This is an optimization exercise on Yosys and OpenROAD, whose aim is small area, a short achievable clock period and few clock cycles per item, not a production implementation.
No run shown here included a check of the RTL's function; only the layout flow was run.
No activity file was given, so power comes from the tool's default toggle rates.

==> flow/design.v <==
module inc24 (input [23:0] a, output [23:0] s);
wire c_1 = a[1] & a[0];
wire c_2 = a[3] & a[2];
wire c_3 = a[5] & a[4];
wire c_4 = a[7] & a[6];
wire c_5 = a[9] & a[8];
wire c_6 = a[11] & a[10];
wire c_7 = a[13] & a[12];
wire c_8 = a[15] & a[14];
wire c_9 = a[17] & a[16];
wire c_10 = a[19] & a[18];
wire c_11 = a[21] & a[20];
wire c_12 = a[23] & a[22];
wire c_13 = c_2 & c_1;
wire c_14 = c_4 & c_3;
wire c_15 = c_6 & c_5;
wire c_16 = c_8 & c_7;
wire c_17 = c_10 & c_9;
wire c_18 = c_12 & c_11;
wire c_19 = c_14 & c_13;
wire c_20 = c_16 & c_15;
wire c_21 = c_18 & c_17;
wire c_22 = c_20 & c_19;
wire c_23 = c_21 & c_22;
wire c_24 = c_15 & c_19;
wire c_25 = c_17 & c_22;
wire c_26 = c_3 & c_13;
wire c_27 = c_5 & c_19;
wire c_28 = c_7 & c_24;
wire c_29 = c_9 & c_22;
wire c_30 = c_11 & c_25;
wire c_31 = a[2] & c_1;
wire c_32 = a[4] & c_13;
wire c_33 = a[6] & c_26;
wire c_34 = a[8] & c_19;
wire c_35 = a[10] & c_27;
wire c_36 = a[12] & c_24;
wire c_37 = a[14] & c_28;
wire c_38 = a[16] & c_22;
wire c_39 = a[18] & c_29;
wire c_40 = a[20] & c_25;
wire c_41 = a[22] & c_30;
assign s[0] = ~a[0];
assign s[1] = a[1] ^ a[0];
assign s[2] = a[2] ^ c_1;
assign s[3] = a[3] ^ c_31;
assign s[4] = a[4] ^ c_13;
assign s[5] = a[5] ^ c_32;
assign s[6] = a[6] ^ c_26;
assign s[7] = a[7] ^ c_33;
assign s[8] = a[8] ^ c_19;
assign s[9] = a[9] ^ c_34;
assign s[10] = a[10] ^ c_27;
assign s[11] = a[11] ^ c_35;
assign s[12] = a[12] ^ c_24;
assign s[13] = a[13] ^ c_36;
assign s[14] = a[14] ^ c_28;
assign s[15] = a[15] ^ c_37;
assign s[16] = a[16] ^ c_22;
assign s[17] = a[17] ^ c_38;
assign s[18] = a[18] ^ c_29;
assign s[19] = a[19] ^ c_39;
assign s[20] = a[20] ^ c_25;
assign s[21] = a[21] ^ c_40;
assign s[22] = a[22] ^ c_30;
assign s[23] = a[23] ^ c_41;
endmodule
module add32 (input [31:0] a, input [31:0] b, input ci, output [31:0] s);
wire [31:0] p = a ^ b;
wire [31:0] g0 = a & b;
wire gc0 = g0[0] | (p[0] & ci);
wire g_1 = g0[1] | (p[1] & gc0);
wire g_2 = g0[3] | (p[3] & g0[2]);
wire p_2 = p[3] & p[2];
wire g_3 = g0[5] | (p[5] & g0[4]);
wire p_3 = p[5] & p[4];
wire g_4 = g0[7] | (p[7] & g0[6]);
wire p_4 = p[7] & p[6];
wire g_5 = g0[9] | (p[9] & g0[8]);
wire p_5 = p[9] & p[8];
wire g_6 = g0[11] | (p[11] & g0[10]);
wire p_6 = p[11] & p[10];
wire g_7 = g0[13] | (p[13] & g0[12]);
wire p_7 = p[13] & p[12];
wire g_8 = g0[15] | (p[15] & g0[14]);
wire p_8 = p[15] & p[14];
wire g_9 = g0[17] | (p[17] & g0[16]);
wire p_9 = p[17] & p[16];
wire g_10 = g0[19] | (p[19] & g0[18]);
wire p_10 = p[19] & p[18];
wire g_11 = g0[21] | (p[21] & g0[20]);
wire p_11 = p[21] & p[20];
wire g_12 = g0[23] | (p[23] & g0[22]);
wire p_12 = p[23] & p[22];
wire g_13 = g0[25] | (p[25] & g0[24]);
wire p_13 = p[25] & p[24];
wire g_14 = g0[27] | (p[27] & g0[26]);
wire p_14 = p[27] & p[26];
wire g_15 = g0[29] | (p[29] & g0[28]);
wire p_15 = p[29] & p[28];
wire g_16 = g0[31] | (p[31] & g0[30]);
wire p_16 = p[31] & p[30];
wire g_17 = g_2 | (p_2 & g_1);
wire g_18 = g_4 | (p_4 & g_3);
wire p_18 = p_4 & p_3;
wire g_19 = g_6 | (p_6 & g_5);
wire p_19 = p_6 & p_5;
wire g_20 = g_8 | (p_8 & g_7);
wire p_20 = p_8 & p_7;
wire g_21 = g_10 | (p_10 & g_9);
wire p_21 = p_10 & p_9;
wire g_22 = g_12 | (p_12 & g_11);
wire p_22 = p_12 & p_11;
wire g_23 = g_14 | (p_14 & g_13);
wire p_23 = p_14 & p_13;
wire g_24 = g_16 | (p_16 & g_15);
wire p_24 = p_16 & p_15;
wire g_25 = g_18 | (p_18 & g_17);
wire g_26 = g_20 | (p_20 & g_19);
wire p_26 = p_20 & p_19;
wire g_27 = g_22 | (p_22 & g_21);
wire p_27 = p_22 & p_21;
wire g_28 = g_24 | (p_24 & g_23);
wire p_28 = p_24 & p_23;
wire g_29 = g_26 | (p_26 & g_25);
wire g_30 = g_28 | (p_28 & g_27);
wire p_30 = p_28 & p_27;
wire g_31 = g_30 | (p_30 & g_29);
wire g_32 = g_27 | (p_27 & g_29);
wire g_33 = g_19 | (p_19 & g_25);
wire g_34 = g_21 | (p_21 & g_29);
wire g_35 = g_23 | (p_23 & g_32);
wire g_36 = g_3 | (p_3 & g_17);
wire g_37 = g_5 | (p_5 & g_25);
wire g_38 = g_7 | (p_7 & g_33);
wire g_39 = g_9 | (p_9 & g_29);
wire g_40 = g_11 | (p_11 & g_34);
wire g_41 = g_13 | (p_13 & g_32);
wire g_42 = g_15 | (p_15 & g_35);
wire g_43 = g0[2] | (p[2] & g_1);
wire g_44 = g0[4] | (p[4] & g_17);
wire g_45 = g0[6] | (p[6] & g_36);
wire g_46 = g0[8] | (p[8] & g_25);
wire g_47 = g0[10] | (p[10] & g_37);
wire g_48 = g0[12] | (p[12] & g_33);
wire g_49 = g0[14] | (p[14] & g_38);
wire g_50 = g0[16] | (p[16] & g_29);
wire g_51 = g0[18] | (p[18] & g_39);
wire g_52 = g0[20] | (p[20] & g_34);
wire g_53 = g0[22] | (p[22] & g_40);
wire g_54 = g0[24] | (p[24] & g_32);
wire g_55 = g0[26] | (p[26] & g_41);
wire g_56 = g0[28] | (p[28] & g_35);
wire g_57 = g0[30] | (p[30] & g_42);
assign s[0] = p[0] ^ ci;
assign s[1] = p[1] ^ gc0;
assign s[2] = p[2] ^ g_1;
assign s[3] = p[3] ^ g_43;
assign s[4] = p[4] ^ g_17;
assign s[5] = p[5] ^ g_44;
assign s[6] = p[6] ^ g_36;
assign s[7] = p[7] ^ g_45;
assign s[8] = p[8] ^ g_25;
assign s[9] = p[9] ^ g_46;
assign s[10] = p[10] ^ g_37;
assign s[11] = p[11] ^ g_47;
assign s[12] = p[12] ^ g_33;
assign s[13] = p[13] ^ g_48;
assign s[14] = p[14] ^ g_38;
assign s[15] = p[15] ^ g_49;
assign s[16] = p[16] ^ g_29;
assign s[17] = p[17] ^ g_50;
assign s[18] = p[18] ^ g_39;
assign s[19] = p[19] ^ g_51;
assign s[20] = p[20] ^ g_34;
assign s[21] = p[21] ^ g_52;
assign s[22] = p[22] ^ g_40;
assign s[23] = p[23] ^ g_53;
assign s[24] = p[24] ^ g_32;
assign s[25] = p[25] ^ g_54;
assign s[26] = p[26] ^ g_41;
assign s[27] = p[27] ^ g_55;
assign s[28] = p[28] ^ g_35;
assign s[29] = p[29] ^ g_56;
assign s[30] = p[30] ^ g_42;
assign s[31] = p[31] ^ g_57;
endmodule
`timescale 1ns / 10ps
module risc (
    input         reset,
    input         clk0,
    input  [31:0] mem_datain,
    output [23:0] paddr,
    output [31:0] mem_dataout,
    output        mem_req,
    output        mem_rdwr,
    output        halted
);
reg  [23:0] pc;     
reg  [31:0] acc;
reg  [31:0] ir;     
reg         e;      
reg         hlt;    
reg         c_jmp, c_jge, c_jne, c_sto, c_inv;
reg         c_ld, c_add, c_sub, c_and, c_or, c_xor, c_swp, c_shr, c_shl;
wire take = c_jmp | (c_jge & ~acc[31]) | (c_jne & (|acc));
assign paddr       = (e | take) ? ir[23:0] : pc;
assign mem_dataout = acc;
assign mem_req     = ~hlt;
assign mem_rdwr    = ~(e & c_sto);
assign halted      = hlt;
wire [7:0] o   = mem_datain[31:24];
wire       def = (o[7:4] == 4'h0);
wire       d_lda = def & (o[3:0] == 4'h0);
wire       d_sto = def & (o[3:0] == 4'h1);
wire       d_add = def & (o[3:0] == 4'h2);
wire       d_sub = def & (o[3:0] == 4'h3);
wire       d_jmp = def & (o[3:0] == 4'h4);
wire       d_jge = def & (o[3:0] == 4'h5);
wire       d_jne = def & (o[3:0] == 4'h6);
wire       d_stp = def & (o[3:0] == 4'h7);
wire       d_shr = def & (o[3:0] == 4'h8);
wire       d_shl = def & (o[3:0] == 4'h9);
wire       d_and = def & (o[3:0] == 4'ha);
wire       d_or  = def & (o[3:0] == 4'hb);
wire       d_xor = def & (o[3:0] == 4'hc);
wire       d_com = def & (o[3:0] == 4'hd);
wire       d_swp = def & (o[3:0] == 4'he);
wire       d_mem = d_lda | d_sto | d_add | d_sub | d_and | d_or | d_xor | d_com | d_swp;
wire [31:0] sum;
add32 adder (.a(acc), .b(ir), .ci(c_sub), .s(sum));
wire acc_we = c_ld | c_add | c_shr | c_shl | c_and | c_or | c_xor | c_swp;
wire [31:0] acc_n =
      ({32{c_ld}}  & ir)
    | ({32{c_add}} & sum)
    | ({32{c_shr}} & {1'b0, acc[31:1]})
    | ({32{c_shl}} & {acc[30:0], 1'b0})
    | ({32{c_and}} & (acc & ir))
    | ({32{c_or }} & (acc | ir))
    | ({32{c_xor}} & (acc ^ ir))
    | ({32{c_swp}} & {ir[15:0], ir[31:16]})
    | ({32{~acc_we}} & acc);
wire [23:0] paddr1;
inc24 incr (.a(paddr), .s(paddr1));
always @(posedge clk0)
    ir <= mem_datain ^ {32{e & c_inv}};
always @(posedge clk0 or posedge reset) begin
    if (reset) begin
        pc    <= 24'h0;
        acc   <= 32'h0;
        e     <= 1'b0;
        hlt   <= 1'b0;
        c_jmp <= 1'b0; c_jge <= 1'b0; c_jne <= 1'b0; c_sto <= 1'b0; c_inv <= 1'b0;
        c_ld  <= 1'b0; c_add <= 1'b0; c_sub <= 1'b0; c_and <= 1'b0;
        c_or  <= 1'b0; c_xor <= 1'b0; c_swp <= 1'b0;
        c_shr <= 1'b0; c_shl <= 1'b0;
    end else if (e) begin
        e     <= 1'b0;
    end else if (~hlt) begin
        pc    <= paddr1;
        acc   <= acc_n;
        e     <= d_mem;
        hlt   <= d_stp;
        c_jmp <= d_jmp; c_jge <= d_jge; c_jne <= d_jne; c_sto <= d_sto;
        c_inv <= d_sub | d_com;
        c_ld  <= d_lda | d_com;
        c_add <= d_add | d_sub; c_sub <= d_sub;
        c_and <= d_and; c_or  <= d_or;  c_xor <= d_xor; c_swp <= d_swp;
        c_shr <= d_shr; c_shl <= d_shl;
    end
end
endmodule
==> flow/run.sh <==
#!/bin/bash
# synth_recipe.tcl (not shown) runs the flow's synth.tcl, then flattens the netlist and writes it again
# the make line also repeats each setting of config.mk as NAME=value (left out here)
make -C /OpenROAD-flow-scripts/flow DESIGN_CONFIG=/design/flow/config.mk WORK_HOME=/design/flow/orfs CLKGATE_MAP_FILE= SYNTH_SCRIPT=/design/flow/synth_recipe.tcl finish
==> flow/config.mk <==
export PLATFORM = sky130hd
export DESIGN_NAME = risc
export DESIGN_NICKNAME = risc
export VERILOG_FILES = /design/flow/design.v
export SDC_FILE = /design/flow/constraint.sdc
export NUM_CORES = 4
export LEC_CHECK = 0
export CAP_MARGIN = 20
export CORE_MARGIN = 2
export CORE_UTILIZATION = 40
export SLEW_MARGIN = 20
==> flow/constraint.sdc <==
create_clock -name core_clock -period 6.5 [get_ports {clk0}]
set_input_delay 1.3000 -clock core_clock [delete_from_list [all_inputs] [get_ports {clk0}]]
set_output_delay 1.3000 -clock core_clock [all_outputs]
set_load 0.01 [all_outputs]
==> implementation parameters, run 1 <==
Parameter                              Value

Status
  Run status ... finished clean

Timing
  Setup clock skew after layout ... 0.00968 ns
  Max-Slew Margin vs Limit ... 26.4%
  Final period demand of the worst path ... 4.79 ns
  Final Slew Violations ... 0
  Number of hold violations in the final report ... 0
  Setup tns final ... 0 ns
  Actual transition at the worst max-transition pin ... 1.10 ns
  Setup violators final ... 0
  Unrepaired setup endpoints after global routing ... false
  Fmax achieved ... 209 MHz
  Fraction of the cycle the final worst path needs ... 73.7%

CTS
  Worst-path clk slew ... 0.08 ns
  Quantity of gates resized following cts ... 0
  Buffers from clock root to sink, at most ... 2
  H-tree levels ... 3
  Insertion delay to the later sink of the worst-skew pair ... 0.36 ns
  CTS tree ... built
  Post-CTS Setup Bufs ... 0
  Hold buffers post-CTS ... 0
  Sink count of the clock tree ... 104
  Inserted Clock Buffers ... 9
  Cell at the root of the clock tree ... clkbuf_16

Yosys
  Sequential cell area fraction in the yosys report ... 31.4%
  Post-synth EDFFs ... 0
  Synthesized net count ... 1009
  Share of flip-flops with an asynchronous set or reset ... 69.2%
  Average size of a mapped cell ... 8.82 sq um
  Main synth FF type ... dfrtp_1
  Synth cell types ... 64
  Cell area after technology mapping ... 7780 sq um
  Register bit total from synthesis ... 104
  YS warnings ... 1
  Post-synthesis cell count ... 882

Finish
  Leading cell type in the layout, fill and taps excluded ... nand2_1
  Area of the multi-input gates ... 4840 sq um
  Flip-flop and latch area ... 2440 sq um
  Count of fill cells added during filler insertion ... 1896
  Area grow syn2layout ... 18.9%
  Commonest non-fill, non-tap cells in the layout ... nand2_1 (139), clkdlybuf4s50_1 (92), inv_1 (81)
  Final Net Count ... 1070
  Post-route cell area ... 9250 sq um
  Utilization after layout ... 48.0%
  Antenna diode count ... 0
  Proportion of layout cells with a drive suffix above 1 ... 6.65%

Routing
  Avg WL per Cell ... 21.3 um
  Routed vias ... 7011
  Number of detailed-route iterations in the first pass ... 8
  Vias per inst ... 5.78
  DR iter-0 viols ... 640
  Remaining antenna violation count ... 0
  Routed wire length ... 25.8 mm
  Count of unresolved DRC violations after routing ... 0

Placement
  Placed wire-length estimate ... 17.8 mm
  Weighted congestion reported at the end of routability-driven placement ... 0.921
  Port Buffer Count ... 92
  Total placed instance area ... 8930 sq um

Worst setup path
  Worst-path fanout max ... 32
  Data required time at the worst endpoint ... 5.20 ns
  Type of origin of the critical path ... flip-flop
  Data arrival time of the critical path ... 3.49 ns
  Worst setup slack for register-to-register paths ... 2.33 ns
  Startpoint of the worst setup timing path ... acc[18]$_DFFE_PP0P_
  Critical path capture point type ... output port
  Startpoint of the lowest-slack register-to-register path ... acc[0]$_DFFE_PP0P_
  Reg-to-Reg End ... acc[30]$_DFFE_PP0P_
  Setup CP Type ... flip-flop to output port
  Number of cells on the worst reg-to-reg path ... 16

Hold path
  Hold-critical path endpoint ... pc[22]$_DFFE_PP0P_
  Hold Path Stages ... 2
  Min-delay src ... pc[22]$_DFFE_PP0P_
  Worst min path class ... flip-flop to flip-flop

Die
  Die width ... 143 um
  Vertical die dimension ... 143 um
  Top-Level Pins ... 93
  DIE AREA ... 20600 sq um
  Starting utilization of the core area ... 40.4%
  Row count ... 51
  Core ar. ... 19300 sq um

Flow run
  Max cap viols ... 0

Global routing
  Via count of the first global-routing pass ... 6872
  GR Util All Layers ... 25.8%
  Wire length of the first global-routing pass ... 40.4 mm
  Number of antenna violations at the first check in global routing ... 0
  Total congestion overflow ... 0
  Largest net degree at the start of global routing ... 53

Power
  Leakage power figure ... 4.07 nW
  P per Cell Area ... 156 nW/um^2
  Total power ... 1.45 mW
  Worst-case vdd ir drop ... 0.133 mV
## flip-flops by register name, indices dropped and copies added (netlist names)
signal and flops:
c_shr 1, c_inv 1, hlt 1, c_and 1, c_shl 1, ir 32
c_jmp 1, c_jge 1, c_add 1, c_swp 1, c_or 1, c_jne 1
c_xor 1, c_sto 1, c_ld 1, pc 24, acc 32, c_sub 1
e 1
## synthesized netlist by cell type, drive strengths merged, types with 3 or more instances
library cell,n,area [sq um]
a21o,7,52.6
a21oi,23,115
a221oi,35,324
a222oi,12,120
a22o,21,184
a22oi,28,210
a31oi,3,18.8
buf,7,31.3
clkbuf,46,173
dfrtp,72,1800
dfxtp,32,641
fa,17,340
ha,76,951
inv,82,308
mux2,23,259
mux2i,4,43.8
nand2,141,532
nand2b,3,18.8
nand3,19,95.1
nand3b,4,30.0
nand4,8,56.3
nor2,15,56.3
nor2b,3,18.8
nor3,6,30.0
nor4,12,75.1
o2111ai,4,35.0
o211ai,6,58.8
o21a,3,22.5
o21ai,76,384
o22ai,3,18.8
o31ai,3,22.5
or3,3,18.8
or4,4,30.0
xnor2,49,429
xor2,9,78.8
## routing by layer
layer | wire, um | up-vias | share of wire [%] | GRT usage [%]
li1 | - | 3262 | - | -
met2 | 11600 | 309 | 45 | 40.2
met5 | 0 | - | 0 | 0
met3 | 2010 | 54 | 7.8 | 4.50
met1 | 11300 | 3386 | 44 | 35.0
met4 | 945 | 0 | 3.7 | 12.0
## final cells by class
class	instances	share of cell area [%]
multi-input cells	643	52.4
flip-flops and latches	104	26.4
repair buffers	103	10.8
well taps	265	3.58
inverters	82	3.33
clock buffers	9	2.43
clock inverters	7	1.05
## per-stage QoR
| stage | hold WS, ns | worst slack (ns) | std cells |
|---|---|---|---|
| 2_1_floorplan | 0.439 | 2.90 | 882 |
| 6_report | 0.476 | 1.71 | 1213 |
| 5_1_grt | 0.494 | 1.43 | 1213 |
| 4_1_cts | 0.478 | 1.74 | 1213 |
| 3_5_place_dp | 0.459 | 2.14 | 1197 |
| 3_3_place_gp | 0.456 | 2.15 | 1197 |
## worst max-delay path, cell delays in order (launching register included)
cell and delay [ns]:
dfrtp_1 0.51, nor4_1 0.42, nand4_1 0.30, o21ai_2 0.34, nand2_2 0.50, mux2i_1 0.49
inv_1 0.07, clkdlybuf4s50_1 0.48
## where the power goes
group	leakage (nW)	switching, mW	internal [mW]
Clock	0.158	0.294	0.313
Sequential	1.20	0.0309	0.654
Combinational	2.72	0.0741	0.0818
## cell families after synthesis
| kind of cell | share of synthesized area (%) |
|---|---|
| AND/OR/NAND/NOR | 13.1 |
| buffers and inverters | 6.58 |
| flip-flops | 31.4 |
| multiplexers | 3.89 |
| XOR/XNOR | 6.53 |
| AO/OA/AOI/OAI | 21.9 |
| adder cells (fa/ha/maj) | 16.6 |
## worst max-delay path by stage
stage                          endpoint  slack [ns]
CTS                           paddr[19]        1.74
detailed placement            paddr[19]        2.14
global route                  paddr[19]        1.43
global placement              paddr[19]        2.15
finish                        paddr[19]        1.71
floorplan           acc[30]$_DFFE_PP0P_        2.90
==> run 2, diff against run 1 <==
--- a/flow/config.mk
+++ b/flow/config.mk
@@ -6,6 +6,8 @@
 export NUM_CORES = 4
 export LEC_CHECK = 0
+export ABC_AREA = 1
 export CAP_MARGIN = 20
 export CORE_MARGIN = 2
 export CORE_UTILIZATION = 40
+export SETUP_SLACK_MARGIN = 2.5
 export SLEW_MARGIN = 20
==> run 2 against run 1 <==
Still clean. Worst setup slack improved by 0.92 ns. First-iteration DRC count is 13% higher. Via count rose by 3.7%. Combinational power grew 8%. Core utilization up 0.81 points. Fmax up 24%. Synthesized cell count rose by 11%. Total power decreased by 3.4%. Die area decreased by 1.3%. Highest routed layer unchanged.
==> implementation parameters, run 2 <==
Parameter                              Value

Timing
  Setup clock skew after layout ... 0.0133 ns (+0.00360 ns)
  Max-Slew Margin vs Limit ... 34.6% (+8.2 points)
  Worst Setup Slack, final ... 2.63 ns (+0.919 ns)
  Final period demand of the worst path ... 3.87 ns (-0.919 ns)
  Actual transition at the worst max-transition pin ... 0.979 ns (-0.122 ns)
  Number of hold violations in the final report ... 0 (unchanged)
  Setup tns final ... 0 ns (unchanged)
  Unrepaired setup endpoints after global routing ... true
  Tightest hold margin ... 0.489 ns (+0.0125 ns)
  Setup violators final ... 0 (unchanged)
  Fraction of the cycle the final worst path needs ... 59.6% (-14 points)
  Fmax achieved ... 258 MHz (+24%)
  Final Slew Violations ... 0 (unchanged)

Finish
  Final Non-Filler Cells ... 1288 (+6.2%)
  Area grow syn2layout ... 19.4%
  Final Net Count ... 1174 (+9.7%)
  Post-route cell area ... 9160 sq um (-0.97%)
  Proportion of layout cells with a drive suffix above 1 ... 6.27% (-0.37 points)
  Leading cell type in the layout, fill and taps excluded ... nand2_1
  Utilization after layout ... 48.8% (+0.81 points)
  Commonest non-fill, non-tap cells in the layout ... nand2_1 (176), inv_1 (134), o21ai_0 (97)
  Largest registers ... acc x32, ir x32, pc x24

Global routing
  Wire length of the first global-routing pass ... 40.4 mm (-0.12%)
  Number of antenna violations at the first check in global routing ... 1 (+1)
  Via count of the first global-routing pass ... 7009 (+2.0%)
  Total congestion overflow ... 0 (unchanged)
  Largest net degree at the start of global routing ... 73 (+38%)
  GR Util All Layers ... 25.9% (+0.069 points)

Die
  Starting utilization of the core area ... 40.9% (+0.51 points)
  Row count ... 50 (-2.0%)
  Vertical die dimension ... 143 um (-0.68%)
  Core ar. ... 18800 sq um (-2.6%)
  Die width ... 143 um (-0.68%)
  DIE AREA ... 20300 sq um (-1.3%)
  Top-Level Pins ... 93 (unchanged)

Yosys
  Synth cell types ... 44 (-31%)
  Average size of a mapped cell ... 7.85 sq um (-11%)
  Post-synthesis cell count ... 978 (+11%)
  Main synth FF type ... dfrtp_1
  Register bit total from synthesis ... 104 (unchanged)
  Share of flip-flops with an asynchronous set or reset ... 69.2% (unchanged)
  Synthesized net count ... 1105 (+9.5%)
  Post-synth EDFFs ... 0 (unchanged)
  Most numerous cell types in the synthesized netlist ... nand2_1 (179), inv_1 (137), o21ai_0 (100)
  Cell area after technology mapping ... 7670 sq um (-1.4%)
  Most frequent cell after synthesis ... nand2_1
  Synth area leaders ... dfrtp_1 (23%), ha_1 (12%), nand2_1 (8.8%)
  Area share of the largest cell type after synthesis ... 23.5% (+0.32 points)
  Sequential cell area fraction in the yosys report ... 31.8% (+0.44 points)
  YS warnings ... 1 (unchanged)
  Cell type contributing the most total cell area after synthesis ... dfrtp_1

Worst setup path
  Critical path buffer and inverter count ... 2 (unchanged)
  Cell Chain, Critical Path ... nor2_1, nand2_1, nor2_1, nand2_1, o21ai_4, buf_12, nand2_8, a21oi_1, clkdlybuf4s50_1
  Cell family contributing the most delay on the critical path ... buffers and inverters
  Data required time at the worst endpoint ... 5.20 ns (about the same)
  Setup CP Type ... flip-flop to output port
  Worst-path fanout max ... 17 (-47%)
  Data arrival time of the critical path ... 2.57 ns (-0.92 ns)
  Crit path max-delay cell type ... clkdlybuf4s50_1
  Critical path capture point type ... output port
  Delay of the slowest critical-path stage ... 0.58 ns (+0.07 ns)
  Type of origin of the critical path ... flip-flop

Routing
  Number of detailed-route iterations in the first pass ... 5 (-3)
  Remaining antenna violation count ... 0 (unchanged)
  Avg WL per Cell ... 20.0 um (-5.9%)
  Vias per inst ... 5.64 (-2.4%)
  Count of unresolved DRC violations after routing ... 0 (unchanged)
  Routed wire length ... 25.8 mm (about the same)
  DR iter-0 viols ... 723 (+13%)
  Routed vias ... 7267 (+3.7%)

Placement
  Placed wire-length estimate ... 17.6 mm (-0.81%)
  Total placed instance area ... 8780 sq um (-1.7%)
  Total instance count after detailed placement ... 1266 (+5.8%)
  Weighted congestion reported at the end of routability-driven placement ... 0.954 (+3.6%)
  Port Buffer Count ... 92 (unchanged)
  Post-Place Setup Slack ... 2.48 ns (+0.342 ns)

CTS
  Inserted Clock Buffers ... 9 (unchanged)
  Worst-path clk slew ... 0.08 ns (about the same)
  Buffers from clock root to sink, at most ... 2 (unchanged)
  Sink count of the clock tree ... 104 (unchanged)
  CTS tree ... built
  Insertion delay to the later sink of the worst-skew pair ... 0.37 ns (about the same)
  H-tree levels ... 3 (unchanged)
  Hold buffers post-CTS ... 0 (unchanged)
  Cell at the root of the clock tree ... clkbuf_16

Status
  Run status ... finished clean

Power
  Total power ... 1.40 mW (-3.4%)
  Leakage power figure ... 4.18 nW (+2.6%)
  Worst-case vdd ir drop ... 0.103 mV (-23%)
  P per Cell Area ... 153 nW/um^2 (-2.4%)

Hold path
  Worst min path class ... flip-flop to flip-flop

Flow run
  Max cap viols ... 0 (unchanged)
run 2: worst register-to-register path, delay by kind of cell (launching register included):
kind            cells  cell delay, ns
simple gates       13            1.40
fa+ha+maj           3            1.02
compound gates      4            0.55
flops               1            0.42
buf+inv             3            0.20
run 2: layout make-up:
| class | instances | area, sq um |
|---|---|---|
| diodes | 2 | 5.00 |
| clock buffers | 9 | 225 |
| clock inverters | 7 | 67.6 |
| fillers | 1867 | 9610 |
| inverters | 138 | 518 |
| multi-input cells | 691 | 4580 |
| flip-flops and latches | 104 | 2450 |
| well taps | 234 | 293 |
| repair buffers | 103 | 1020 |
run 2: path summary, 6_finish.rpt:
kind                                startpoint                  end  slack [ns]  cells after the start
hold / removal               pc[2]$_DFFE_PP0P_    pc[2]$_DFFE_PP0P_        0.49                      2
min in group asynchronous                reset    pc[5]$_DFFE_PP0P_        1.43                      3
max in group asynchronous                reset  acc[18]$_DFFE_PP0P_        4.51                      3
setup reg to reg            acc[0]$_DFFE_PP0P_  acc[30]$_DFFE_PP0P_        2.77                     23
hold reg to reg              pc[2]$_DFFE_PP0P_    pc[2]$_DFFE_PP0P_        0.49                      2
setup / recovery           acc[30]$_DFFE_PP0P_             paddr[0]        2.63                      9
run 2: repair_timing:
item | 4_1_cts | 5_1_grt
pin swaps | 2 | 2
gates resized for setup | 3 | 16
setup buffers | 2 | 1
endpoints found under the setup margin | 24 | 28
gates cloned | 0 | 1
run 2: cell families after synthesis:
kind of cell,after synthesis,synth area share [%]
DFF,104,31.8
buffers and inverters,184,9.23
and+or+nand+nor,297,16.6
adders and majority gates,93,16.8
AOI/OAI and AO/OA,257,20.6
xor gates and xnor gates,43,4.91
run 2: layer usage:
| metal | vias to the layer above | GRT usage [%] | share of wire, % | routed length, um |
|---|---|---|---|---|
| met5 | - | 0 | 0 | 0 |
| met4 | 0 | 9.02 | 3.0 | 773 |
| met3 | 52 | 6.02 | 7.7 | 2000 |
| li1 | 3437 | - | - | - |
| met1 | 3451 | 35.0 | 44 | 11300 |
| met2 | 327 | 40.6 | 45 | 11700 |
run 2: report_power, final:
part / total [mW] / internal, mW / leakage (nW) / switching (mW)
sequential: 0.669 / 0.654 / 1.18 / 0.0152
combinational: 0.168 / 0.0769 / 2.85 / 0.0913
clock: 0.561 / 0.271 / 0.141 / 0.291
total: 1.40 / 1.00 / 4.18 / 0.397
==> run 3, diff against run 2 <==
==> flow/flow/run.sh (new file) <==
#!/bin/bash
# Own flow: the standard layout (standard.sh, ORFS make) with the ports
# buffered by the smallest buffer instead of the default delay buffer. The
# resizer still upsizes any port buffer that timing or slew needs.
set -euo pipefail
bash standard.sh BUFFER_PORTS_ARGS="-buffer_cell sky130_fd_sc_hd__buf_1" finish > make_finish.log 2>&1
==> flow/standard.sh (new file) <==
#!/bin/bash
# synth_recipe.tcl (not shown) runs the flow's synth.tcl, then flattens the netlist and writes it again
# the make line also repeats each setting of config.mk as NAME=value (left out here)
make -C /OpenROAD-flow-scripts/flow DESIGN_CONFIG=/design/flow/config.mk WORK_HOME=/design/flow/orfs CLKGATE_MAP_FILE= SYNTH_SCRIPT=/design/flow/synth_recipe.tcl "${@:-finish}"
removed: flow/run.sh
==> run 3 against run 2 <==
Non-clock buffer count increased by 1. Combinational power decreased by 13%. Flip-flop and latch count unchanged. Sequential power about the same. Worst setup slack improved by 0.17 ns. Clock-buffer cell count increased by 4. Area after synthesis unchanged. First-iteration DRC count decreased by 13%. Fmax increased by 4.5%. Hold slack improved by 0.0021 ns. Synthesized cell count unchanged. Total power decreased by 4.2%.
==> implementation parameters, run 3 <==
Parameter                              Value

Timing
  Fraction of the cycle the final worst path needs ... 57.0% (-2.6 points)
  Setup violators final ... 0 (unchanged)
  Worst Setup Slack, final ... 2.80 ns (+0.168 ns)
  Actual transition at the worst max-transition pin ... 1.03 ns (+0.0511 ns)
  Max-Slew Margin vs Limit ... 31.3% (-3.3 points)
  Final period demand of the worst path ... 3.70 ns (-0.168 ns)
  Final Slew Violations ... 0 (unchanged)
  Setup clock skew after layout ... 0.0104 ns (-0.00292 ns)
  Unrepaired setup endpoints after global routing ... false
  Number of hold violations in the final report ... 0 (unchanged)
  Setup tns final ... 0 ns (unchanged)
  Fmax achieved ... 270 MHz (+4.5%)

Finish
  Count of fill cells added during filler insertion ... 1917 (+2.7%)
  Leading cell type in the layout, fill and taps excluded ... nand2_1
  Antenna diode count ... 0 (-2)
  Post-route cell area ... 8530 sq um (-6.9%)
  Area grow syn2layout ... 11.1%
  Commonest non-fill, non-tap cells in the layout ... nand2_1 (177), inv_1 (136), o21ai_0 (99)
  Proportion of layout cells with a drive suffix above 1 ... 4.75% (-1.5 points)
  Largest registers ... acc x32, ir x32, pc x24
  Final Net Count ... 1174 (unchanged)

Die
  Top-Level Pins ... 93 (unchanged)
  DIE AREA ... 20300 sq um (unchanged)
  Core ar. ... 18800 sq um (unchanged)
  Die width ... 143 um (unchanged)
  Row count ... 50 (unchanged)
  Starting utilization of the core area ... 40.9% (unchanged)
  Vertical die dimension ... 143 um (unchanged)

Global routing
  Largest net degree at the start of global routing ... 73 (unchanged)
  Wire length of the first global-routing pass ... 39.6 mm (-2.0%)
  GR Util All Layers ... 25.3% (-0.62 points)
  Via count of the first global-routing pass ... 6975 (-0.49%)
  Number of antenna violations at the first check in global routing ... 0 (-1)
  Total congestion overflow ... 0 (unchanged)

Yosys
  Post-synth EDFFs ... 0 (unchanged)
  Main synth FF type ... dfrtp_1
  YS warnings ... 1 (unchanged)
  Register bit total from synthesis ... 104 (unchanged)
  Average size of a mapped cell ... 7.85 sq um (unchanged)
  Most frequent cell after synthesis ... nand2_1
  Synth cell types ... 44 (unchanged)
  Cell area after technology mapping ... 7670 sq um (unchanged)
  Synth area leaders ... dfrtp_1 (23%), ha_1 (12%), nand2_1 (8.8%)
  Area share of the largest cell type after synthesis ... 23.5% (unchanged)
  Synthesized net count ... 1105 (unchanged)
  Post-synthesis cell count ... 978 (unchanged)
  Sequential cell area fraction in the yosys report ... 31.8% (unchanged)
  Share of flip-flops with an asynchronous set or reset ... 69.2% (unchanged)
  Cell type contributing the most total cell area after synthesis ... dfrtp_1
  Most numerous cell types in the synthesized netlist ... nand2_1 (179), inv_1 (137), o21ai_0 (100)

Power
  Leakage power figure ... 3.95 nW (-5.5%)
  Worst-case vdd ir drop ... 0.117 mV (+14%)
  P per Cell Area ... 157 nW/um^2 (+2.9%)

Placement
  Post-Place Setup Slack ... 2.70 ns (+0.220 ns)
  Port Buffer Count ... 92 (unchanged)
  Placed wire-length estimate ... 17.3 mm (-1.7%)
  Total placed instance area ... 8190 sq um (-6.7%)
  Weighted congestion reported at the end of routability-driven placement ... 0.947 (-0.78%)

Routing
  Number of detailed-route iterations in the first pass ... 5 (unchanged)
  Routed vias ... 7308 (+0.56%)
  Avg WL per Cell ... 19.6 um (-2.4%)
  Remaining antenna violation count ... 0 (unchanged)
  Vias per inst ... 5.68 (+0.72%)
  Routed wire length ... 25.2 mm (-2.5%)
  DR iter-0 viols ... 628 (-13%)
  Count of unresolved DRC violations after routing ... 0 (unchanged)

Flow run
  Max cap viols ... 0 (unchanged)

CTS
  Sink count of the clock tree ... 104 (unchanged)
  Buffers from clock root to sink, at most ... 2 (unchanged)
  Inserted Clock Buffers ... 9 (unchanged)
  Hold buffers post-CTS ... 0 (unchanged)
  Cell at the root of the clock tree ... clkbuf_16
  Insertion delay to the later sink of the worst-skew pair ... 0.36 ns (about the same)
  Worst-path clk slew ... 0.07 ns (about the same)
  CTS tree ... built
  H-tree levels ... 3 (unchanged)

Worst setup path
  Delay of the slowest critical-path stage ... 0.41 ns (-0.17 ns)
  Critical path capture point type ... flip-flop
  Worst-path fanout max ... 5 (-12)
  Library cell appearing most often on the critical path ... nand2_1
  Crit path max-delay cell type ... dfrtp_2
  Type of origin of the critical path ... flip-flop
  Cell Chain, Critical Path ... fa_1, inv_1, fa_1, inv_1, nand3_1, o211ai_1, inv_1, o21ai_1, nand2_1, nand2_1, nand2_1, nand2_2, nand2_1, nand2_1, nand2_1, nand2_1, nand2_1, nand2_1, fa_1, nand2_1, o21ai_0, nor4_1, o22ai_1
  Setup CP Type ... flip-flop to flip-flop
  Data arrival time of the critical path ... 3.91 ns (+1.34 ns)
  Data required time at the worst endpoint ... 6.71 ns (+1.51 ns)

Status
  Run status ... finished clean

Hold path
  Worst min path class ... flip-flop to flip-flop
## run 3: changes by cell type in the layout (fill, tap and decap cells not counted), sizes merged
cell,delta
buf,+93
clkdlybuf4s50,-92
inv,-6
clkbuf,+4
clkinv,+2
diode,-2
nand2,-1
## run 3: logic make-up (layout without fill, tap and decap cells)
logic type                 count (synthesis)  in the layout  share of synthesized area (%)
adders and majority gates                 93             93                           16.8
xor gates and xnor gates                  43             43                           4.91
buffers and inverters                    184            258                           9.23
DFF                                      104            104                           31.8
AOI/OAI and AO/OA                        257            257                           20.6
and+or+nand+nor                          297            297                           16.6
## run 3: what timing repair did
action                                 in CTS  in global routing
buffers inserted                            1                  4
setup endpoints to repair                   1                 21
endpoints found under the hold margin       0                  0
resized for setup                           0                  3
pin swaps                                   1                  1
## run 3: power by group
| group | switching [mW] | internal (mW) | leakage, nW |
|---|---|---|---|
| combinational | 0.0915 | 0.0544 | 2.62 |
| sequential | 0.0145 | 0.654 | 1.20 |
| clock | 0.254 | 0.272 | 0.130 |
## run 3: critical path: cells and delay by family, from the launching register on
family          cells  cell delay, ns
fa+ha+maj           3            1.00
flops               1            0.41
simple gates       13            1.39
buf+inv             3            0.21
compound gates      4            0.53
## run 3: routing by layer
metal | wire [um] | global-route usage (%) | part of all wire, %
met3 | 1820 | 2.99 | 7.2
met4 | 856 | 10.5 | 3.4
met1 | 11100 | 35.3 | 44
met5 | 0 | 0 | 0
met2 | 11300 | 39.7 | 45
## run 3: final timing paths
check | start | endpoint | slack (ns) | cells after the start
min | pc[3]$_DFFE_PP0P_ | pc[3]$_DFFE_PP0P_ | 0.49 | 2
min reg2reg | pc[3]$_DFFE_PP0P_ | pc[3]$_DFFE_PP0P_ | 0.49 | 2
max reg2reg | acc[0]$_DFFE_PP0P_ | acc[30]$_DFFE_PP0P_ | 2.80 | 23
max | acc[0]$_DFFE_PP0P_ | acc[30]$_DFFE_PP0P_ | 2.80 | 23
max in group asynchronous | reset | acc[0]$_DFFE_PP0P_ | 4.89 | 3
min in group asynchronous | reset | pc[1]$_DFFE_PP0P_ | 1.11 | 3
## run 3: final cells by class
type	count	area, sq um	area share, %
clock buffers	13	250	2.94
well taps	234	293	3.43
clock inverters	3	21.3	0.249
flip-flops and latches	104	2440	28.7
repair buffers	104	452	5.30
multi-input cells	690	4550	53.3
inverters	138	519	6.09
## run 3: per-stage QoR
stage | power, mW | util, % | instances | hold WS (ns)
after floorplan | 0.774 | - | 978 | 0.443
after global placement | 0.826 | 43.6 | 1264 | 0.464
after detailed placement | 0.826 | 43.6 | 1264 | 0.472
after CTS | 1.35 | 45.1 | 1281 | 0.487
after global routing | 1.39 | 45.4 | 1286 | 0.506
final | 1.34 | 45.4 | 1286 | 0.491
==> run 4, diff against run 3 <==
--- a/flow/design.v
+++ b/flow/design.v
@@ -66,7 +66,7 @@
 assign s[23] = a[23] ^ c_41;
 endmodule
-module add32 (input [31:0] a, input [31:0] b, input ci, output [31:0] s);
-wire [31:0] p = a ^ b;
-wire [31:0] g0 = a & b;
+module add32 (input [31:0] a, input [31:0] b, input ci, output [31:0] s, output [31:0] p, output [31:0] g0);
+assign p = a ^ b;
+assign g0 = a & b;
 wire gc0 = g0[0] | (p[0] & ci);
 wire g_1 = g0[1] | (p[1] & gc0);
@@ -202,6 +202,10 @@
 reg         e;      
 reg         hlt;    
-reg         c_jmp, c_jge, c_jne, c_sto, c_inv;
-reg         c_ld, c_add, c_sub, c_and, c_or, c_xor, c_swp, c_shr, c_shl;
+reg         c_jmp, c_jge, c_jne;    
+reg         c_sto;                  
+reg         c_inv, c_sub;           
+reg         c_we;                   
+reg         c_ld, c_add, c_swp, c_shr, c_shl;
+reg         c_g, c_p;               
 wire take = c_jmp | (c_jge & ~acc[31]) | (c_jne & (|acc));
 assign paddr       = (e | take) ? ir[23:0] : pc;
@@ -228,21 +232,26 @@
 wire       d_swp = def & (o[3:0] == 4'he);
 wire       d_mem = d_lda | d_sto | d_add | d_sub | d_and | d_or | d_xor | d_com | d_swp;
-wire [31:0] sum;
-add32 adder (.a(acc), .b(ir), .ci(c_sub), .s(sum));
-wire acc_we = c_ld | c_add | c_shr | c_shl | c_and | c_or | c_xor | c_swp;
+wire [31:0] sum, p, g;
+add32 adder (.a(acc), .b(ir), .ci(c_sub), .s(sum), .p(p), .g0(g));
 wire [31:0] acc_n =
       ({32{c_ld}}  & ir)
     | ({32{c_add}} & sum)
+    | ({32{c_g}}   & g)
+    | ({32{c_p}}   & p)
     | ({32{c_shr}} & {1'b0, acc[31:1]})
     | ({32{c_shl}} & {acc[30:0], 1'b0})
-    | ({32{c_and}} & (acc & ir))
-    | ({32{c_or }} & (acc | ir))
-    | ({32{c_xor}} & (acc ^ ir))
     | ({32{c_swp}} & {ir[15:0], ir[31:16]})
-    | ({32{~acc_we}} & acc);
+    | ({32{~c_we}} & acc);
 wire [23:0] paddr1;
 inc24 incr (.a(paddr), .s(paddr1));
 always @(posedge clk0)
     ir <= mem_datain ^ {32{e & c_inv}};
+always @(posedge clk0) begin
+    if (~e & ~hlt) begin
+        c_sto <= d_sto;
+        c_inv <= d_sub | d_com;
+        c_sub <= d_sub;
+    end
+end
 always @(posedge clk0 or posedge reset) begin
     if (reset) begin
@@ -251,8 +260,8 @@
         e     <= 1'b0;
         hlt   <= 1'b0;
-        c_jmp <= 1'b0; c_jge <= 1'b0; c_jne <= 1'b0; c_sto <= 1'b0; c_inv <= 1'b0;
-        c_ld  <= 1'b0; c_add <= 1'b0; c_sub <= 1'b0; c_and <= 1'b0;
-        c_or  <= 1'b0; c_xor <= 1'b0; c_swp <= 1'b0;
-        c_shr <= 1'b0; c_shl <= 1'b0;
+        c_jmp <= 1'b0; c_jge <= 1'b0; c_jne <= 1'b0;
+        c_we  <= 1'b0;
+        c_ld  <= 1'b0; c_add <= 1'b0; c_swp <= 1'b0; c_shr <= 1'b0; c_shl <= 1'b0;
+        c_g   <= 1'b0; c_p   <= 1'b0;
     end else if (e) begin
         e     <= 1'b0;
@@ -262,10 +271,11 @@
         e     <= d_mem;
         hlt   <= d_stp;
-        c_jmp <= d_jmp; c_jge <= d_jge; c_jne <= d_jne; c_sto <= d_sto;
-        c_inv <= d_sub | d_com;
+        c_jmp <= d_jmp; c_jge <= d_jge; c_jne <= d_jne;
+        c_we  <= d_lda | d_com | d_add | d_sub | d_and | d_or | d_xor | d_swp | d_shr | d_shl;
         c_ld  <= d_lda | d_com;
-        c_add <= d_add | d_sub; c_sub <= d_sub;
-        c_and <= d_and; c_or  <= d_or;  c_xor <= d_xor; c_swp <= d_swp;
-        c_shr <= d_shr; c_shl <= d_shl;
+        c_add <= d_add | d_sub;
+        c_swp <= d_swp; c_shr <= d_shr; c_shl <= d_shl;
+        c_g   <= d_and | d_or;
+        c_p   <= d_or  | d_xor;
     end
 end
==> run 4 against run 3 <==
First-iteration DRC count increased by 4.8%. Hold slack got worse by 0.013 ns. Die area decreased by 7.1%. Total power increased by 4.9%. Critical path depth decreased by 15. Fmax increased by 0.47%. Largest power group unchanged. Cell area decreased by 6.1%. Still clean. Core utilization increased by 0.67 points. Critical path type is now flip-flop to output port.
==> implementation parameters, run 4 <==
Parameter                              Value

Status
  Run status ... finished clean

Finish
  Leading cell type in the layout, fill and taps excluded ... nand2_1
  Antenna diode count ... 0 (unchanged)
  Final Net Count ... 1079 (-8.1%)
  Commonest non-fill, non-tap cells in the layout ... nand2_1 (178), inv_1 (121), o21ai_0 (93)
  Proportion of layout cells with a drive suffix above 1 ... 5.76% (+1.0 points)
  Largest registers ... acc x32, ir x32, pc x24
  Area grow syn2layout ... 12.5%
  Utilization after layout ... 46.1% (+0.67 points)

Yosys
  Synth area leaders ... dfrtp_1 (24%), nand2_1 (9.5%), dfxtp_1 (9.0%)
  Post-synthesis cell count ... 910 (-7.0%)
  Share of flip-flops with an asynchronous set or reset ... 66.3% (-2.9 points)
  Post-synth EDFFs ... 3 (+3)
  Cell type contributing the most total cell area after synthesis ... dfrtp_1
  Average size of a mapped cell ... 7.81 sq um (-0.41%)
  Most numerous cell types in the synthesized netlist ... nand2_1 (180), inv_1 (122), o21ai_0 (94)
  YS warnings ... 1 (unchanged)
  Synth cell types ... 46 (+4.5%)
  Sequential cell area fraction in the yosys report ... 34.6% (+2.7 points)
  Cell area after technology mapping ... 7110 sq um (-7.3%)
  Synthesized net count ... 1005 (-9.0%)
  Area share of the largest cell type after synthesis ... 24.3% (+0.80 points)
  Most frequent cell after synthesis ... nand2_1
  Register bit total from synthesis ... 104 (unchanged)
  Main synth FF type ... dfrtp_1

Routing
  Count of unresolved DRC violations after routing ... 0 (unchanged)
  Routed vias ... 6716 (-8.1%)
  Avg WL per Cell ... 18.7 um (-4.2%)
  Remaining antenna violation count ... 0 (unchanged)
  Number of detailed-route iterations in the first pass ... 5 (unchanged)
  DR iter-0 viols ... 658 (+4.8%)
  Vias per inst ... 5.53 (-2.7%)
  Routed wire length ... 22.7 mm (-9.6%)

Worst setup path
  Number of cells on the worst reg-to-reg path ... 20 (-13%)
  Type of origin of the critical path ... flip-flop
  Worst setup slack for register-to-register paths ... 2.85 ns (+0.05 ns)
  Cell family contributing the most delay on the critical path ... simple AND/OR/NAND/NOR gates
  Data arrival time of the critical path ... 2.39 ns (-1.52 ns)
  Cell Chain, Critical Path ... nor2_1, nand2_1, nor2_1, nand2_1, o21ai_4, nand2_4, o21ai_0, buf_1
  Crit path max-delay cell type ... dfrtp_1
  Data required time at the worst endpoint ... 5.20 ns (-1.51 ns)
  Startpoint of the lowest-slack register-to-register path ... ir[0]$_DFF_P_
  Worst-path fanout max ... 30 (+25)
  Critical path buffer and inverter count ... 1 (-2)
  Delay of the slowest critical-path stage ... 0.45 ns (+0.04 ns)
  Critical path capture point type ... output port
  Setup CP Type ... flip-flop to output port
  Reg-to-Reg End ... acc[30]$_DFFE_PP0P_

Timing
  Final period demand of the worst path ... 3.69 ns (-0.0174 ns)
  Setup violators final ... 0 (unchanged)
  Max-Slew Margin vs Limit ... 35.0% (+3.8 points)
  Fmax achieved ... 271 MHz (+0.47%)
  Final Slew Violations ... 0 (unchanged)
  Actual transition at the worst max-transition pin ... 0.975 ns (-0.0554 ns)
  Worst Setup Slack, final ... 2.81 ns (+0.0174 ns)
  Setup clock skew after layout ... 0.00983 ns (-0.000527 ns)
  Unrepaired setup endpoints after global routing ... false
  Number of hold violations in the final report ... 0 (unchanged)
  Fraction of the cycle the final worst path needs ... 56.7% (-0.27 points)
  Tightest hold margin ... 0.478 ns (-0.0133 ns)
  Setup tns final ... 0 ns (unchanged)

Placement
  Port Buffer Count ... 92 (unchanged)
  Placed wire-length estimate ... 15.7 mm (-9.4%)
  Post-Place Setup Slack ... 2.55 ns (-0.150 ns)
  Weighted congestion reported at the end of routability-driven placement ... 0.893 (-5.8%)

CTS
  Insertion delay to the later sink of the worst-skew pair ... 0.36 ns (about the same)
  Buffers from clock root to sink, at most ... 2 (unchanged)
  Worst-path clk slew ... 0.07 ns (about the same)
  Sink count of the clock tree ... 104 (unchanged)
  Inserted Clock Buffers ... 9 (unchanged)
  Cell at the root of the clock tree ... clkbuf_16
  H-tree levels ... 3 (unchanged)
  CTS tree ... built

Global routing
  Number of antenna violations at the first check in global routing ... 0 (unchanged)
  Total congestion overflow ... 0 (unchanged)
  Wire length of the first global-routing pass ... 35.2 mm (-11%)
  Via count of the first global-routing pass ... 6354 (-8.9%)
  Largest net degree at the start of global routing ... 70 (-4.1%)
  GR Util All Layers ... 24.7% (-0.58 points)

Die
  Starting utilization of the core area ... 41.0% (+0.081 points)
  DIE AREA ... 18900 sq um (-7.1%)
  Die width ... 137 um (-3.6%)
  Core ar. ... 17400 sq um (-7.5%)
  Top-Level Pins ... 93 (unchanged)
  Vertical die dimension ... 137 um (-3.6%)
  Row count ... 48 (-4.0%)

Hold path
  Worst min path class ... flip-flop to flip-flop
  Min-delay src ... pc[5]$_DFFE_PP0P_
  Hold Path Stages ... 2 (unchanged)
  Hold-critical path endpoint ... pc[5]$_DFFE_PP0P_

Power
  Total power ... 1.41 mW (+4.9%)
  Leakage power figure ... 3.68 nW (-6.8%)
  P per Cell Area ... 176 nW/um^2 (+12%)
  Worst-case vdd ir drop ... 0.128 mV (+10%)

Flow run
  Max cap viols ... 0 (unchanged)
run 4: changes by cell type in the layout (fill, tap and decap cells not counted), sizes merged, moves of 6 or more:
cell / delta
o211ai: +6
ha: -32
o21ai: -7
a2111oi: +7
o22ai: -6
a221oi: -9
inv: -13
nor4: -6
nand4: +7
nand3: -16
run 4: power breakdown:
| part | leakage, nW | internal (mW) | total, mW | switching [mW] |
|---|---|---|---|---|
| logic | 2.30 | 0.0464 | 0.124 | 0.0780 |
| registers | 1.22 | 0.657 | 0.672 | 0.0156 |
| clock network | 0.157 | 0.350 | 0.610 | 0.259 |
| total | 3.68 | 1.05 | 1.41 | 0.353 |
run 4: stage by stage:
stage / cell area (sq um) / cells
finish: 8000 / 1214
global placement: 7650 / 1197
global route: 8000 / 1214
floorplan: 7110 / 910
detailed placement: 7650 / 1197
CTS: 7990 / 1214
run 4: layer usage:
layer  GRT usage, %  up-vias  wire (um)
met5              0        -          0
met4           7.45        0        561
met3           4.93       42       1830
met2           38.4      273      10400
met1           34.6     3168      10000
li1               -     3233          -
run 4: area by class of cell:
| class | count | area [sq um] |
|---|---|---|
| Sequential cell | 104 | 2460 |
| Clock inverter | 6 | 91.3 |
| Timing Repair Buffer | 104 | 435 |
| Multi-Input combinational cell | 642 | 4030 |
| Clock buffer | 10 | 239 |
| Tap cell | 225 | 282 |
| Fill cell | 1791 | 9360 |
| Inverter | 123 | 462 |
run 4: worst max-delay path by stage:
stage | end | slack [ns] | cells past startpoint | from
floorplan | acc[30]$_DFFE_PP0P_ | 3.09 | 20 | acc[0]$_DFFE_PP0P_
global placement | acc[30]$_DFFE_PP0P_ | 2.67 | 20 | acc[0]$_DFFE_PP0P_
detailed placement | acc[30]$_DFFE_PP0P_ | 2.55 | 20 | acc[0]$_DFFE_PP0P_
CTS | acc[30]$_DFFE_PP0P_ | 2.53 | 20 | acc[0]$_DFFE_PP0P_
global route | acc[30]$_DFFE_PP0P_ | 2.52 | 20 | ir[0]$_DFF_P_
finish | paddr[20] | 2.81 | 8 | acc[14]$_DFFE_PP0P_
run 4: tightest hold or removal path, cell delays in order, from the launching register on:
cell and delay [ns]:
dfrtp_1 0.34, nand2_1 0.05, o21ai_0 0.06
run 4: what timing repair did:
action                                 4_1_cts  5_1_grt
setup endpoints to repair                   15        5
hold buffers                                 0        0
endpoints found under the hold margin        0        0
pin swaps                                    1        1
resized for setup                            0        4
setup buffers                                1        0
run 4: logic make-up after synthesis:
family                   share of synthesized area [%]
flip-flops                                        34.6
AND/OR/NAND/NOR                                   17.8
buffers and inverters                             9.01
adder cells (fa/ha/maj)                           12.5
AO/OA/AOI/OAI                                     20.7
multiplexers                                     0.158
XOR/XNOR                                          5.30
==> run 5, diff against run 4 <==
--- a/flow/config.mk
+++ b/flow/config.mk
@@ -10,4 +10,4 @@
 export CORE_MARGIN = 2
 export CORE_UTILIZATION = 40
-export SETUP_SLACK_MARGIN = 2.5
+export SETUP_SLACK_MARGIN = 3.0
 export SLEW_MARGIN = 20
==> run 5 against run 4 <==
Area after synthesis unchanged. First-iteration DRC count rose by 0.76%. Sequential share of layout area shrank 1.5 points. Synthesized cell count unchanged. Core utilization is 2.8 points higher. Cell area up 6.0%. Via count increased by 2.7%. Critical endpoint is now paddr[7]. Largest power group unchanged.
==> implementation parameters, run 5 <==
Parameter                              Value

Yosys
  Synthesized net count ... 1005 (unchanged)
  YS warnings ... 1 (unchanged)
  Synth cell types ... 46 (unchanged)
  Cell area after technology mapping ... 7110 sq um (unchanged)
  Main synth FF type ... dfrtp_1
  Average size of a mapped cell ... 7.81 sq um (unchanged)
  Cell type contributing the most total cell area after synthesis ... dfrtp_1
  Most frequent cell after synthesis ... nand2_1
  Synth area leaders ... dfrtp_1 (24%), nand2_1 (9.5%), dfxtp_1 (9.0%)
  Sequential cell area fraction in the yosys report ... 34.6% (unchanged)
  Share of flip-flops with an asynchronous set or reset ... 66.3% (unchanged)
  Post-synthesis cell count ... 910 (unchanged)
  Register bit total from synthesis ... 104 (unchanged)
  Area share of the largest cell type after synthesis ... 24.3% (unchanged)
  Most numerous cell types in the synthesized netlist ... nand2_1 (180), inv_1 (122), o21ai_0 (94)
  Post-synth EDFFs ... 3 (unchanged)

Timing
  Unrepaired setup endpoints after global routing ... true
  Final period demand of the worst path ... 3.44 ns (-0.248 ns)
  Fmax achieved ... 291 MHz (+7.2%)
  Max-Slew Margin vs Limit ... 33.8% (-1.3 points)
  Setup tns final ... 0 ns (unchanged)
  Tightest hold margin ... 0.481 ns (+0.00362 ns)
  Setup violators final ... 0 (unchanged)
  Actual transition at the worst max-transition pin ... 0.993 ns (+0.0188 ns)
  Setup clock skew after layout ... 0.00931 ns (-0.000524 ns)
  Number of hold violations in the final report ... 0 (unchanged)
  Final Slew Violations ... 0 (unchanged)
  Fraction of the cycle the final worst path needs ... 52.9% (-3.8 points)

Finish
  Area grow syn2layout ... 19.3%
  Commonest non-fill, non-tap cells in the layout ... nand2_1 (165), inv_1 (119), o21ai_0 (86)
  Antenna diode count ... 0 (unchanged)
  Proportion of layout cells with a drive suffix above 1 ... 13.9% (+8.2 points)
  Final Net Count ... 1110 (+2.9%)
  Leading cell type in the layout, fill and taps excluded ... nand2_1
  Post-route cell area ... 8480 sq um (+6.0%)
  Largest registers ... acc x32, ir x32, pc x24
  Utilization after layout ... 48.9% (+2.8 points)

Global routing
  Via count of the first global-routing pass ... 6439 (+1.3%)
  GR Util All Layers ... 25.0% (+0.33 points)
  Total congestion overflow ... 0 (unchanged)
  Largest net degree at the start of global routing ... 70 (unchanged)
  Wire length of the first global-routing pass ... 35.7 mm (+1.5%)
  Number of antenna violations at the first check in global routing ... 0 (unchanged)

Routing
  Remaining antenna violation count ... 0 (unchanged)
  Routed vias ... 6899 (+2.7%)
  Avg WL per Cell ... 19.0 um (+1.2%)
  Routed wire length ... 23.6 mm (+3.8%)
  Number of detailed-route iterations in the first pass ... 5 (unchanged)
  DR iter-0 viols ... 663 (+0.76%)
  Vias per inst ... 5.54 (+0.17%)
  Count of unresolved DRC violations after routing ... 0 (unchanged)

Power
  Total power ... 1.42 mW (+0.76%)
  Logic pwr share ... 9.3% (+0.5 points)
  Switching power share of the total ... 25.3% (+0.24 points)
  Internal Pwr Total ... 1.06 mW (+0.43%)
  Share of power burned in registers ... 47.4% (-0.4 points)
  Leakage power figure ... 3.91 nW (+6.2%)
  Switching power ... 359 uW (+1.7%)
  Worst-case vdd ir drop ... 0.130 mV (+0.95%)
  Clock share of power ... 43.2% (-0.2 points)
  P per Cell Area ... 167 nW/um^2 (-5.0%)

Die
  DIE AREA ... 18900 sq um (unchanged)
  Row count ... 48 (unchanged)
  Starting utilization of the core area ... 41.0% (unchanged)
  Die width ... 137 um (unchanged)
  Vertical die dimension ... 137 um (unchanged)
  Core ar. ... 17400 sq um (unchanged)
  Top-Level Pins ... 93 (unchanged)

Worst setup path
  Data required time at the worst endpoint ... 5.20 ns (about the same)
  Setup CP Type ... flip-flop to output port
  Data arrival time of the critical path ... 2.14 ns (-0.25 ns)
  Startpoint of the lowest-slack register-to-register path ... acc[17]$_DFFE_PP0P_
  Worst-path fanout max ... 8 (-73%)
  Worst setup slack for register-to-register paths ... 3.18 ns (+0.33 ns)
  Type of origin of the critical path ... flip-flop
  Critical path capture point type ... output port
  Number of cells on the worst reg-to-reg path ... 17 (-15%)
  Reg-to-Reg End ... acc[27]$_DFFE_PP0P_

Hold path
  Worst min path class ... flip-flop to flip-flop
  Hold-critical path endpoint ... pc[5]$_DFFE_PP0P_
  Hold Path Stages ... 2 (unchanged)
  Min-delay src ... pc[5]$_DFFE_PP0P_

Placement
  Port Buffer Count ... 92 (unchanged)
  Weighted congestion reported at the end of routability-driven placement ... 0.893 (unchanged)
  Placed wire-length estimate ... 15.7 mm (unchanged)
  Total placed instance area ... 7650 sq um (unchanged)

CTS
  Sink count of the clock tree ... 104 (unchanged)
  Insertion delay to the later sink of the worst-skew pair ... 0.36 ns (about the same)
  Inserted Clock Buffers ... 9 (unchanged)
  Buffers from clock root to sink, at most ... 2 (unchanged)
  Worst-path clk slew ... 0.07 ns (about the same)
  CTS tree ... built
  Cell at the root of the clock tree ... clkbuf_16
  H-tree levels ... 3 (unchanged)

Status
  Run status ... finished clean

Flow run
  Max cap viols ... 0 (unchanged)
## run 5: cell count changes in the layout (fill, tap and decap cells not counted), moves of 7 or more
cell      previous run  this run
buf_4               12        36
nand2_1            178       165
dfrtp_1             68        56
dfrtp_2              1        13
nand2_2              8        20
buf_1               92        83
clkbuf_2             0         8
nor2_1              47        40
o21ai_0             93        86
## run 5: layout make-up
class	instances	area, sq um
fillers	1733	8870
multi-input cells	644	4210
flip-flops and latches	104	2480
repair buffers	133	721
inverters	123	462
well taps	225	282
clock buffers	10	239
clock inverters	6	91.3
## run 5: cells by family after synthesis
family	after synthesis	synth area share, %
simple gates	294	17.8
compound gates	243	20.7
buf+inv	164	9.01
flops	104	34.6
fa+ha+maj	61	12.5
xor+xnor	43	5.30
mux	1	0.158
## run 5: per-layer routing
| layer | routed length [um] | vias up | GRT usage (%) |
|---|---|---|---|
| met5 | 0 | - | 0 |
| met4 | 507 | 0 | 7.56 |
| met3 | 1880 | 33 | 5.00 |
| met2 | 10900 | 266 | 38.7 |
| met1 | 10300 | 3303 | 35.2 |
| li1 | - | 3297 | - |
## run 5: per-stage QoR
step / std cells / worst slack [ns]
after floorplan: 910 / 3.09
after global placement: 1197 / 2.67
after detailed placement: 1197 / 2.55
after CTS: 1221 / 2.99
after global routing: 1245 / 2.91
final: 1245 / 3.06
## run 5: repair_timing
action	in CTS	in global routing
pin swaps	5	18
gates cloned	1	2
gates resized for setup	17	67
setup endpoints to repair	46	32
buffers inserted	7	22
hold buffers	0	0
## run 5: how the worst max path moves through the flow
| stage | endpoint | slack (ns) | cells past startpoint | startpoint |
|---|---|---|---|---|
| 2_1_floorplan | acc[30]$_DFFE_PP0P_ | 3.09 | 20 | acc[0]$_DFFE_PP0P_ |
| 3_3_place_gp | acc[30]$_DFFE_PP0P_ | 2.67 | 20 | acc[0]$_DFFE_PP0P_ |
| 3_5_place_dp | acc[30]$_DFFE_PP0P_ | 2.55 | 20 | acc[0]$_DFFE_PP0P_ |
| 4_1_cts | paddr[0] | 2.99 | 10 | acc[0]$_DFFE_PP0P_ |
| 5_1_grt | acc[30]$_DFFE_PP0P_ | 2.91 | 17 | acc[17]$_DFFE_PP0P_ |
| 6_report | paddr[7] | 3.06 | 12 | acc[0]$_DFFE_PP0P_ |
## run 5: worst max-delay path: stages (launching register included)
cell       delay, ns
dfrtp_2         0.42
buf_6           0.13
nor2_4          0.10
nand2_4         0.07
nor2_4          0.08
nand2_2         0.06
o21ai_4         0.17
buf_12          0.17
clkbuf_16       0.16
nand3_1         0.09
nand2_2         0.13
inv_1           0.05
buf_1           0.12
## run 5: power groups by stage
| stage | registers [mW] | clock network [mW] | logic, mW |
|---|---|---|---|
| after floorplan | 0.678 | 0 | 0.0858 |
| after global placement | 0.686 | 0 | 0.124 |
| after detailed placement | 0.685 | 0 | 0.124 |
| after CTS | 0.672 | 0.622 | 0.126 |
| after global routing | 0.673 | 0.648 | 0.149 |
| final | 0.672 | 0.613 | 0.132 |

[afterwards: timing with drivers on the ports]
The flow's constraints put no driver on any port. The routed layouts listed below were extracted and timed again, unchanged, in two steps. Step 1 (the two cells are an assumption about what drives the block):
set clk [get_ports {clk0}]
set_driving_cell -lib_cell sky130_fd_sc_hd__clkbuf_16 $clk
set_driving_cell -lib_cell sky130_fd_sc_hd__buf_2 [delete_from_list [all_inputs] $clk]
Step 2 times the ports against the registers' clock, not the clock port: input delays grow and output delays shrink by t, the midpoint of the rising clock arrivals with the driver on. a / b / c = ideal / step 1 / step 2; a / b = the first two.
run | shift t [ns] | slack for setup (ns) | hold slack, ns | latest minus earliest clock arrival (ns) | worst data-port slew with drivers (ns)
run 1 | 0.407 | 1.709 / 1.662 / 2.069 | 0.476 / 0.476 / 0.476 | 0.010 / 0.010 | 0.05
run 2 | 0.410 | 2.628 / 2.585 / 2.773 | 0.489 / 0.489 / 0.489 | 0.013 / 0.013 | 0.04
run 3 | 0.403 | 2.796 / 2.761 / 2.796 | 0.491 / 0.491 / 0.491 | 0.010 / 0.010 | 0.03
run 4 | 0.399 | 2.814 / 2.769 / 2.847 | 0.478 / 0.478 / 0.478 | 0.010 / 0.010 | 0.03
run 5 | 0.401 | 3.061 / 3.016 / 3.177 | 0.481 / 0.481 / 0.481 | 0.010 / 0.009 | 0.03
After both steps setup and hold are still met in every run listed.
